This design comes from an exercise in tuning for small area on the open sky130 flow, not from production work. The RTL was checked by simulation tests, not by an equivalence proof against the original design. No activity file was given, so power comes from the tool's default toggle rates.

v29:
Design dpc_5x5, start of the top module:
module dpc_5x5(
	input			clk,
	input			reset_n,
	input			bayer_format,
	input	[7:0]	i_dpc_threshold,
	input	[2:0]	i_video_syn,
	input	[7:0]	i_data_r0,
	input	[7:0]	i_data_r1,
	input	[7:0]	i_data_r2,
	input	[7:0]	i_data_r3,
	input	[7:0]	i_data_r4,
	output	[2:0]	o_video_sync,
	output	[7:0]	o_data
);
==> flow/config.mk <==
export PLATFORM = sky130hd
export DESIGN_NAME = dpc_5x5
export DESIGN_NICKNAME = dpc_5x5
export VERILOG_FILES = /design/flow/design.v
export SDC_FILE = /design/flow/constraint.sdc
export NUM_CORES = 4
export LEC_CHECK = 0
export ABC_AREA = 1
export CAP_MARGIN = 20
export CORE_MARGIN = 2
export CORE_UTILIZATION = 40
export CTS_CLUSTER_DIAMETER = 100
export CTS_CLUSTER_SIZE = 30
export SLEW_MARGIN = 20
==> flow/constraint.sdc <==
create_clock -name core_clock -period 3.5 [get_ports {clk}]
set_input_delay 0.7000 -clock core_clock [delete_from_list [all_inputs] [get_ports {clk}]]
set_output_delay 0.7000 -clock core_clock [all_outputs]
set_load 0.01 [all_outputs]
standard.sh (not shown) runs the stock make flow with config.mk's settings and CLKGATE_MAP_FILE= SYNTH_SCRIPT=/design/flow/synth_recipe.tcl, a recipe that flattens the netlist after the stock synthesis.
==> flow/flow/run.sh <==
#!/bin/bash
# Layout flow: the standard synthesis, then the combinational logic of
# the synthesised netlist is mapped again (remap.tcl); registers are left
# exactly as the standard synthesis made them. The re-mapped netlist is used
# only if Yosys proves it equivalent to the standard one (check.tcl). The
# rest is the standard layout (floorplan to finish), with the port buffers
# made of the smallest buffer cell and a clock tree without dummy loads.
# Each tool writes its own log here.
set -euo pipefail
R=orfs/results/${FLOW_PLATFORM}/dpc_5x5/base

# 1. standard synthesis
bash standard.sh synth > log_synth.txt 2>&1

# 2. map the combinational logic again, keep it if proven equivalent
cp "$R/1_2_yosys.v" log_1_2_yosys_standard.v
if yosys -c flow/remap.tcl > log_remap.txt 2>&1 && yosys -c flow/check.tcl > log_check.txt 2>&1; then
	echo "re-mapped netlist proven equivalent; using it" > log_choice.txt
	cp remap_out.v "$R/1_2_yosys.v"
	rm -f "$R/1_synth.odb" "$R/1_synth.sdc"
else
	echo "re-mapped netlist not used; keeping the standard netlist" > log_choice.txt
fi

# 3. the rest of the standard layout
bash standard.sh "BUFFER_PORTS_ARGS=-buffer_cell sky130_fd_sc_hd__buf_1" "CTS_ARGS=-sink_clustering_enable -repair_clock_nets -sink_clustering_size 30 -sink_clustering_max_diameter 100 -dont_use_dummy_load" finish > log_layout.txt 2>&1
Other scripts of this flow, unchanged in this note and not shown: flow/flow/abc.constr, flow/flow/check.tcl, flow/flow/remap.abc, flow/flow/remap.tcl
v29 finished end to end and its layout was clean on timing, DRC and antenna.
--- input diff v29..v55 ---
Settings: swapping 40 for 55 in CORE_UTILIZATION.
diff --git a/flow/flow/run.sh b/flow/flow/run.sh
--- a/flow/flow/run.sh
+++ b/flow/flow/run.sh
@@ -5,6 +5,5 @@
 # only if Yosys proves it equivalent to the standard one (check.tcl). The
 # rest is the standard layout (floorplan to finish), with the port buffers
-# made of the smallest buffer cell and a clock tree without dummy loads.
-# Each tool writes its own log here.
+# made of the smallest buffer cell. Each tool writes its own log here.
 set -euo pipefail
 R=orfs/results/${FLOW_PLATFORM}/dpc_5x5/base
@@ -24,3 +23,3 @@
 
 # 3. the rest of the standard layout
-bash standard.sh "BUFFER_PORTS_ARGS=-buffer_cell sky130_fd_sc_hd__buf_1" "CTS_ARGS=-sink_clustering_enable -repair_clock_nets -sink_clustering_size 30 -sink_clustering_max_diameter 100 -dont_use_dummy_load" finish > log_layout.txt 2>&1
+bash standard.sh "BUFFER_PORTS_ARGS=-buffer_cell sky130_fd_sc_hd__buf_1" finish > log_layout.txt 2>&1
Results
Route | v55 vs v29 | wire shorter in v55. Internal portion of total power essentially unchanged between v29 and v55. The higher worst setup slack for register-to-register paths came out of v55. Compared with v29, v55 shows a lower number of buffer and inverter instances along the worst setup path. Worst setup slack (higher): v55.
Edits applied to the flow inputs when going from v55 to v58:
Settings: CTS_BUF_LIST: unset -> sky130_fd_sc_hd__clkbuf_8 sky130_fd_sc_hd__clkbuf_16; CORE_UTILIZATION: 55 -> 40.
Notes after the runs:
Diff v58..v55 | post-synthesis cell area | unchanged. Maximum ir drop on the vdd rail (v58 over v55): decrease, 240 µV. Looking at combinational share of power across v58 and v55, the one that comes out higher is v58. Comparing v58 and v55, the higher final wirelength was measured on v58. Diff v55 -> v58: number of cells on the worst reg-to-reg path higher, setup slack lower, cell-internal power higher. Number of vias per cell of v58 falls short of that of v55 by a few percent. On first-pass GRT wire length: between v58 and v55, it ends up higher for v58.

port drivers added, routing unchanged:
The results above use ideal ports. As a check the final layouts listed here were re-extracted and re-timed, cells and wires unchanged. Step 1, drivers: a clkbuf_16 drives clk and a buf_2 each remaining input, both assumed. Step 2 adds t to the input delays and takes it off the output delays; t is the mean of the earliest and latest rising clock arrival at the registers after step 1. Input paths then give back, and output paths get back, about the clock's delay inside the block. Three values: no drivers, after step 1, after step 2; two values: the first two.
run	t, ns	slack for setup (ns)	worst setup path at the end	worst data-port slew with drivers (ns)
v29	0.530	0.255 / 0.255 / -0.028	input to register	0.05
v55	0.526	0.297 / 0.297 / -0.038	input to register	0.05
v58	0.550	0.287 / 0.287 / -0.018	input to register	0.05
With both steps, setup timing fails in every run listed, where it was met with ideal ports. For v55, which loses most, drivers alone change the setup slack by 0.000 ns; drivers and shift together by -0.335 ns.
